What follows belongs to an exercise in optimizing a design on an open flow for small area; a production flow would make more cautious choices.
Function was checked by simulation only, so behaviour that the tests miss may differ from the original.

==> inputs of run a <==
==> flow/design.v <==
module calculator(
	input newkey,
	input [4:0] keycode,
	input clk,
	input rst,
	output reg [19:0] x,
	output reg led
	);
	reg [19:0] y;
	reg op;				 
	reg [4:0] cnt;		 
	wire kdig = keycode[4] | (keycode[2:0] == 3'd7);
	wire kop  = ~keycode[4] & ((keycode[2:0] == 3'd1) | (keycode[2:0] == 3'd2));
	wire keq  = ~keycode[4] & (keycode[2:0] == 3'd3);
	wire kca  = ~keycode[4] & (keycode[2:0] == 3'd4);
	wire busy   = ~(cnt[4] & cnt[2]);
	wire eqmode = ~cnt[4] | ~(cnt[3] | cnt[2]);
	wire mul    = eqmode & op;
	wire [19:0] t = {x[18:0], x[19]};
	wire xi = t[0];
	wire en = eqmode & (op ? xi : (cnt == 5'd19));
	wire [19:0] m;
	genvar g;
	generate for (g = 0; g < 20; g = g + 1) begin : gm
		assign m[g] = (cnt >= g);
	end endgenerate
	wire [19:0] ya = y & {20{en}};
	wire [20:0] c;
	wire [19:0] s;
	wire a0 = t[0] & ~mul;
	assign s[0] = a0 ^ ya[0];
	assign c[1] = a0 & ya[0];
	assign c[0] = 1'b0;
	generate for (g = 1; g < 20; g = g + 1) begin : ga
		assign {c[g+1], s[g]} = t[g] + ya[g] + c[g];
	end endgenerate
	wire [19:0] nx = (s & m) | (t & ~m);
	wire ovf = c[20] | |((c[19:1] | ya[19:1]) & ~m[19:1]);
	always @(posedge clk) begin
		if (rst) begin
			x <= 20'd0;
			y <= 20'd0;
			op <= 1'b0;
			led <= 1'b0;
			cnt <= 5'd20;
		end else if (newkey) begin
			if (kdig) begin
				x[19:16] <= keycode[3:0];
				led <= 1'b0;
				cnt <= 5'd24;
			end else if (kop) begin
				y <= x;
				x <= 20'd0;
				op <= keycode[1];
				led <= 1'b0;
			end else if (keq) begin
				led <= 1'b0;
				cnt <= 5'd0;
			end else if (kca) begin
				x <= 20'd0;
				y <= 20'd0;
				op <= 1'b0;
				led <= 1'b0;
			end
		end else if (busy) begin
			x <= nx;
			led <= led | ovf;
			cnt <= cnt + 5'd1;
		end
	end
endmodule
==> flow/flow/run.sh <==
#!/bin/bash
# Own flow: the standard synthesis, then the combinational logic between the
# registers is re-mapped for area (ABC deepsyn + area-oriented mapping); the
# registers stay exactly as the standard synthesis made them. The rest of the
# layout is the standard flow. Each tool's output goes to a log here.
set -euo pipefail
W=$PWD
F=$W/flow
R=$W/orfs/results/$FLOW_PLATFORM/calculator/base
LIB=$FLOW_HOME/platforms/sky130hd/lib/sky130_fd_sc_hd__tt_025C_1v80.lib
YOSYS=${YOSYS_EXE:-$(command -v yosys || echo $FLOW_HOME/../tools/install/yosys/bin/yosys)}

bash standard.sh synth > $W/log_1_standard_synth.log 2>&1

cp $R/1_2_yosys.v $W/std_1_2_yosys.v
python3 $F/genmodels.py $LIB $W/cellmodels.v > $W/log_2_models.log 2>&1
printf 'set_driving_cell sky130_fd_sc_hd__buf_1\nset_load 5\n' > $W/abc.constr
DU=$(sed 's/^/-dont_use /' $F/dont_use.txt | tr '\n' ' ')
cat > $W/remap.ys <<EOS
read_liberty -lib $LIB
read_verilog $W/std_1_2_yosys.v
hierarchy -top $FLOW_TOP
techmap -map $W/cellmodels.v
simplemap
opt -purge
abc -liberty $LIB $DU -script $F/area.abc -constr $W/abc.constr
opt_clean -purge
hilomap -singleton -hicell sky130_fd_sc_hd__conb_1 HI -locell sky130_fd_sc_hd__conb_1 LO
splitnets
opt_clean -purge
write_verilog -noattr -noexpr -nohex -nodec $W/remap_1_2_yosys.v
tee -o $W/remap_stat.txt stat -liberty $LIB
EOS
if $YOSYS -s $W/remap.ys > $W/log_3_remap.log 2>&1 \
   && python3 $F/samereg.py $W/std_1_2_yosys.v $W/remap_1_2_yosys.v > $W/log_4_samereg.log 2>&1; then
  cp $W/remap_1_2_yosys.v $R/1_2_yosys.v
  rm -f $R/1_synth.odb $R/1_synth.sdc
  echo "using the re-mapped netlist" > $W/log_5_choice.log
else
  echo "re-map failed; keeping the standard netlist" > $W/log_5_choice.log
fi

bash standard.sh finish > $W/log_6_standard_finish.log 2>&1
==> flow/flow/area.abc <==
strash; &get -n; &deepsyn -T 60 -S 1; &put; dch -f; &get -n; &nf -a; &put; topo; stime -c
==> flow/flow/dont_use.txt <==
sky130_fd_sc_hd__probe_p_8
sky130_fd_sc_hd__probec_p_8
sky130_fd_sc_hd__lpflow_bleeder_1
sky130_fd_sc_hd__lpflow_clkbufkapwr_1
sky130_fd_sc_hd__lpflow_clkbufkapwr_16
sky130_fd_sc_hd__lpflow_clkbufkapwr_2
sky130_fd_sc_hd__lpflow_clkbufkapwr_4
sky130_fd_sc_hd__lpflow_clkbufkapwr_8
sky130_fd_sc_hd__lpflow_clkinvkapwr_1
sky130_fd_sc_hd__lpflow_clkinvkapwr_16
sky130_fd_sc_hd__lpflow_clkinvkapwr_2
sky130_fd_sc_hd__lpflow_clkinvkapwr_4
sky130_fd_sc_hd__lpflow_clkinvkapwr_8
sky130_fd_sc_hd__lpflow_decapkapwr_12
sky130_fd_sc_hd__lpflow_decapkapwr_3
sky130_fd_sc_hd__lpflow_decapkapwr_4
sky130_fd_sc_hd__lpflow_decapkapwr_6
sky130_fd_sc_hd__lpflow_decapkapwr_8
sky130_fd_sc_hd__lpflow_inputiso0n_1
sky130_fd_sc_hd__lpflow_inputiso0p_1
sky130_fd_sc_hd__lpflow_inputiso1n_1
sky130_fd_sc_hd__lpflow_inputiso1p_1
sky130_fd_sc_hd__lpflow_inputisolatch_1
sky130_fd_sc_hd__lpflow_isobufsrc_1
sky130_fd_sc_hd__lpflow_isobufsrc_16
sky130_fd_sc_hd__lpflow_isobufsrc_2
sky130_fd_sc_hd__lpflow_isobufsrc_4
sky130_fd_sc_hd__lpflow_isobufsrc_8
sky130_fd_sc_hd__lpflow_isobufsrckapwr_16
sky130_fd_sc_hd__lpflow_lsbuf_lh_hl_isowell_tap_1
sky130_fd_sc_hd__lpflow_lsbuf_lh_hl_isowell_tap_2
sky130_fd_sc_hd__lpflow_lsbuf_lh_hl_isowell_tap_4
sky130_fd_sc_hd__lpflow_lsbuf_lh_isowell_4
sky130_fd_sc_hd__lpflow_lsbuf_lh_isowell_tap_1
sky130_fd_sc_hd__lpflow_lsbuf_lh_isowell_tap_2
sky130_fd_sc_hd__lpflow_lsbuf_lh_isowell_tap_4
==> flow/flow/genmodels.py <==
# Writes a Verilog model (assign statements) for every combinational cell of a liberty file.
# usage: genmodels.py LIB OUT.v
import re,sys
t=open(sys.argv[1]).read()
cells=re.split(r'\n\s*cell\s*\(',t)[1:]
out=[]
for c in cells:
    name=re.match(r'\s*"?(\w+)"?',c).group(1)
    if re.search(r'\b(ff|latch|statetable)\s*\(',c): continue
    pins=re.findall(r'\n\s*pin\s*\(\s*"?(\w+)"?\s*\)\s*\{(.*?)\n\s{8}\}',c,re.S)
    if not pins: continue
    ins=[];outs=[]
    for p,body in pins:
        d=re.search(r'direction\s*:\s*"?(\w+)',body)
        if not d: continue
        if d.group(1)=='input': ins.append(p)
        elif d.group(1)=='output':
            f=re.search(r'function\s*:\s*"([^"]*)"',body)
            if not f: break
            outs.append((p,f.group(1)))
    else:
        if not outs: continue
        if 'lpflow' in name or 'probe' in name: continue
        expr=lambda f: f.replace('!','~').replace('+','|').replace('*','&')
        ports=ins+[o for o,_ in outs]
        s=f"module {name}({', '.join(ports)});\n"
        for i in ins: s+=f"  input {i};\n"
        for o,f in outs: s+=f"  output {o};\n  assign {o} = {expr(f)};\n"
        s+="endmodule\n"
        out.append(s)
open(sys.argv[2],'w').write('\n'.join(out))
print(len(out), 'cell models')
==> flow/flow/samereg.py <==
# Checks that two netlists have the same sequential cells: same instance names,
# same cell types, same clock. usage: samereg.py std.v new.v
import re, sys
def regs(path):
    t = open(path).read()
    out = {}
    for m in re.finditer(r'(sky130_fd_sc_hd__(?:df|ed|sdf|dl)\w*)\s+(\S+)\s*\((.*?)\);', t, re.S):
        conns = dict(re.findall(r'\.(\w+)\(([^()]*)\)', m.group(3)))
        out[m.group(2)] = (m.group(1), conns.get('CLK','').strip())
    return out
a, b = regs(sys.argv[1]), regs(sys.argv[2])
print(len(a), 'registers in the standard netlist,', len(b), 'in the re-mapped one')
bad = [k for k in set(a) | set(b) if a.get(k) != b.get(k)]
for k in bad[:20]:
    print('differs:', k, a.get(k), b.get(k))
sys.exit(1 if bad or not a else 0)
==> flow/standard.sh <==
#!/bin/bash
# synth_recipe.tcl (not shown) runs the flow's synth.tcl, then flattens the netlist and writes it again
# the make line also repeats each setting of config.mk as NAME=value (left out here)
make -C /OpenROAD-flow-scripts/flow DESIGN_CONFIG=/design/flow/config.mk WORK_HOME=/design/flow/orfs CLKGATE_MAP_FILE= SYNTH_SCRIPT=/design/flow/synth_recipe.tcl "${@:-finish}"
==> flow/config.mk <==
export PLATFORM = sky130hd
export DESIGN_NAME = calculator
export DESIGN_NICKNAME = calculator
export VERILOG_FILES = /design/flow/design.v
export SDC_FILE = /design/flow/constraint.sdc
export NUM_CORES = 4
export LEC_CHECK = 0
export CAP_MARGIN = 20
export CORE_MARGIN = 2
export CORE_UTILIZATION = 40
export SLEW_MARGIN = 20
==> flow/constraint.sdc <==
create_clock -name core_clock -period 10.0 [get_ports {clk}]
set_input_delay 2.0000 -clock core_clock [delete_from_list [all_inputs] [get_ports {clk}]]
set_output_delay 2.0000 -clock core_clock [all_outputs]
set_load 0.01 [all_outputs]
==> run b (differences from run a) <==
==> flow/design.v, changed modules only <==
module calculator(
	input newkey,
	input [4:0] keycode,
	input clk,
	input rst,
	output reg [19:0] x,
	output reg led
	);
	reg [19:0] y;
	reg op;				 
	reg [4:0] cnt;		 
	wire kdig = keycode[4] | (keycode[2:0] == 3'd7);
	wire kop  = ~keycode[4] & ((keycode[2:0] == 3'd1) | (keycode[2:0] == 3'd2));
	wire keq  = ~keycode[4] & (keycode[2:0] == 3'd3);
	wire kca  = ~keycode[4] & (keycode[2:0] == 3'd4);
	wire busy   = ~(cnt[4] & cnt[2]);
	wire eqmode = ~cnt[4] | ~(cnt[3] | cnt[2]);
	wire mul    = eqmode & op;
	wire [19:0] t = {x[18:0], x[19]};
	wire xi = t[0];
	wire en = eqmode & (op ? xi : (cnt == 5'd19));
	wire [20:0] m;
	genvar g;
	generate for (g = 0; g < 20; g = g + 1) begin : gm
		assign m[g] = (cnt >= g);
	end endgenerate
	assign m[20] = 1'b0;
	wire [19:0] yen = y & {20{en}};
	wire [20:0] c;
	wire [19:0] s;
	wire a0 = t[0] & ~mul;
	assign s[0] = a0 ^ yen[0];
	assign c[1] = a0 & yen[0];
	assign c[0] = 1'b0;
	generate for (g = 1; g < 20; g = g + 1) begin : ga
		wire ya = yen[g] & m[g];
		wire ci = c[g] & m[g];
		assign s[g] = t[g] ^ ya ^ ci;
		assign c[g+1] = (t[g] & ya) | (t[g] & ci) | (ya & ci);
	end endgenerate
	wire [20:0] drop = {1'b0, yen} & ~m;
	wire ovf = |(({c[20:1], 1'b0} | drop) & ~m);
	always @(posedge clk) begin
		if (rst) begin
			x <= 20'd0;
			y <= 20'd0;
			op <= 1'b0;
			led <= 1'b0;
			cnt <= 5'd20;
		end else if (newkey) begin
			if (kdig) begin
				x[19:16] <= keycode[3:0];
				led <= 1'b0;
				cnt <= 5'd24;
			end else if (kop) begin
				y <= x;
				x <= 20'd0;
				op <= keycode[1];
				led <= 1'b0;
			end else if (keq) begin
				led <= 1'b0;
				cnt <= 5'd0;
			end else if (kca) begin
				x <= 20'd0;
				y <= 20'd0;
				op <= 1'b0;
				led <= 1'b0;
			end
		end else if (busy) begin
			x <= s;
			led <= led | ovf;
			cnt <= cnt + 5'd1;
		end
	end
endmodule
==> flow/run.sh (new file) <==
#!/bin/bash
# synth_recipe.tcl (not shown) runs the flow's synth.tcl, then flattens the netlist and writes it again
# the make line also repeats each setting of config.mk as NAME=value (left out here)
make -C /OpenROAD-flow-scripts/flow DESIGN_CONFIG=/design/flow/config.mk WORK_HOME=/design/flow/orfs CLKGATE_MAP_FILE= SYNTH_SCRIPT=/design/flow/synth_recipe.tcl finish
removed: flow/flow/run.sh
removed: flow/flow/area.abc
removed: flow/flow/dont_use.txt
removed: flow/flow/genmodels.py
removed: flow/flow/samereg.py
removed: flow/standard.sh
==> run c (differences from run a) <==
--- a/flow/design.v
+++ b/flow/design.v
@@ -27,2 +27,3 @@
 	wire [19:0] ya = y & {20{en}};
+	wire [19:0] ta = t | ~m;
 	wire [20:0] c;
@@ -34,6 +35,6 @@
 	generate for (g = 1; g < 20; g = g + 1) begin : ga
-		assign {c[g+1], s[g]} = t[g] + ya[g] + c[g];
+		assign {c[g+1], s[g]} = ta[g] + ya[g] + c[g];
 	end endgenerate
 	wire [19:0] nx = (s & m) | (t & ~m);
-	wire ovf = c[20] | |((c[19:1] | ya[19:1]) & ~m[19:1]);
+	wire ovf = c[20];
 	always @(posedge clk) begin
--- a/flow/flow/run.sh
+++ b/flow/flow/run.sh
@@ -18,3 +18,6 @@
 DU=$(sed 's/^/-dont_use /' $F/dont_use.txt | tr '\n' ' ')
-cat > $W/remap.ys <<EOS
+remap() {
+  local k=$1
+  echo "strash; &get -n; &deepsyn -T 150 -S $k; &put; dch -f; &get -n; &nf -a; &put; topo; stime -c" > $W/area_$k.abc
+  cat > $W/remap_$k.ys <<EOS
 read_liberty -lib $LIB
@@ -25,3 +28,3 @@
 opt -purge
-abc -liberty $LIB $DU -script $F/area.abc -constr $W/abc.constr
+abc -liberty $LIB $DU -script $W/area_$k.abc -constr $W/abc.constr
 opt_clean -purge
@@ -30,10 +33,20 @@
 opt_clean -purge
-write_verilog -noattr -noexpr -nohex -nodec $W/remap_1_2_yosys.v
-tee -o $W/remap_stat.txt stat -liberty $LIB
+write_verilog -noattr -noexpr -nohex -nodec $W/remap_$k.v
+tee -o $W/remap_stat_$k.txt stat -liberty $LIB
 EOS
-if $YOSYS -s $W/remap.ys > $W/log_3_remap.log 2>&1 \
-   && python3 $F/samereg.py $W/std_1_2_yosys.v $W/remap_1_2_yosys.v > $W/log_4_samereg.log 2>&1; then
-  cp $W/remap_1_2_yosys.v $R/1_2_yosys.v
+  $YOSYS -s $W/remap_$k.ys > $W/log_3_remap_$k.log 2>&1 \
+    && python3 $F/samereg.py $W/std_1_2_yosys.v $W/remap_$k.v > $W/log_4_samereg_$k.log 2>&1 \
+    && awk '/Chip area/ {print $NF}' $W/remap_stat_$k.txt > $W/remap_area_$k.txt
+}
+for k in 1 2 3 4; do remap $k & done
+wait || true
+best=""
+for k in 1 2 3 4; do
+  if [[ -s $W/remap_area_$k.txt ]]; then echo "$(cat $W/remap_area_$k.txt) $k"; fi
+done > $W/remap_areas.txt
+if [[ -s $W/remap_areas.txt ]]; then best=$(sort -n $W/remap_areas.txt | head -1 | cut -d' ' -f2); fi
+if [[ -n "$best" ]]; then
+  cp $W/remap_$best.v $R/1_2_yosys.v
   rm -f $R/1_synth.odb $R/1_synth.sdc
-  echo "using the re-mapped netlist" > $W/log_5_choice.log
+  echo "using the re-mapped netlist $best" > $W/log_5_choice.log
 else
@@ -42,2 +55,6 @@
 
-bash standard.sh finish > $W/log_6_standard_finish.log 2>&1
+# Port buffers: the smallest buffer; clock tree: small clock buffers, no dummy loads.
+bash standard.sh \
+  "BUFFER_PORTS_ARGS=-buffer_cell sky130_fd_sc_hd__buf_1" \
+  "CTS_ARGS=-sink_clustering_enable -repair_clock_nets -dont_use_dummy_load -buf_list sky130_fd_sc_hd__clkbuf_8 -root_buf sky130_fd_sc_hd__clkbuf_8" \
+  finish > $W/log_6_standard_finish.log 2>&1
Settings changed: CORE_UTILIZATION 40 to 65.
removed: flow/flow/area.abc
==> impl_metrics.tcl <==
set metrics [dict create \
    cp.depth 46 \
    grt_usage 0.223 \
    setup_violations 5 \
    post_cts_buffers 8 \
    failed_checks "negative setup slack" \
    outcome "complete, but fails checks" \
    fin_ws_ns -1.28 \
    wire_per_inst_um 16.6 \
    buffers_excl_clock 88 \
    fin_skew_ns 0.00690 \
    cts_resized 3 \
    p_seq_frac 0.522 \
]
Source of the figures above: run b

==> impl_metrics.tcl <==
set metrics [dict create \
    outcome "complete, no violations" \
    p_seq_frac 0.558 \
    fin_skew_ns 0.0114 \
    setup_violations 0 \
    grt_usage 0.205 \
    cp.depth 22 \
    post_cts_buffers 0 \
    fin_ws_ns 1.17 \
    clockBufferDepth 2 \
    r2r_setup_slack_ns 1.17 \
]
Source of the figures above: run a

==> impl_metrics.tcl <==
set metrics [dict create \
    setup_violations 0 \
    rsz0062_at_grt "false" \
    post_cts_buffers 0 \
    outcome "complete, no violations" \
    grt_usage 0.293 \
    p_sw_frac 0.241 \
    cp.depth 33 \
    p_seq_frac 0.608 \
    fin_ws_ns 0.754 \
    clkSinkCount 47 \
    cts_resized 0 \
    worstPathMaxFanout 18 \
    endpoint "x[19]" \
]
Source of the figures above: run c

separate check: timing with driven ports:
The results above use ideal ports. As a check the final layouts listed here were re-extracted and re-timed, cells and wires unchanged. Step 1, drivers: a clkbuf_16 drives clk and a buf_2 each remaining input, both assumed. Step 2 also shifts input and output timing later by t, the mid clock arrival at the registers, as if the neighbouring blocks saw the same clock. a / b / c = ideal ports / drivers / drivers and shift; a / b = the first two.
| run | shift t [ns] | slack for setup (ns) | worst hold slack (ns) | latest minus earliest clock arrival (ns) | slew at the worst register clock pin (ns) |
|---|---|---|---|---|---|
| run a | 0.325 | 1.165 / 1.165 / 1.165 | 0.503 / 0.503 / 0.503 | 0.012 / 0.011 | 0.09 / 0.09 |
| run b | 0.333 | -1.277 / -1.277 / -1.277 | 0.520 / 0.520 / 0.520 | 0.007 / 0.007 | 0.09 / 0.09 |
| run c | 0.319 | 0.754 / 0.754 / 0.754 | 0.471 / 0.471 / 0.471 | 0.014 / 0.013 | 0.08 / 0.08 |
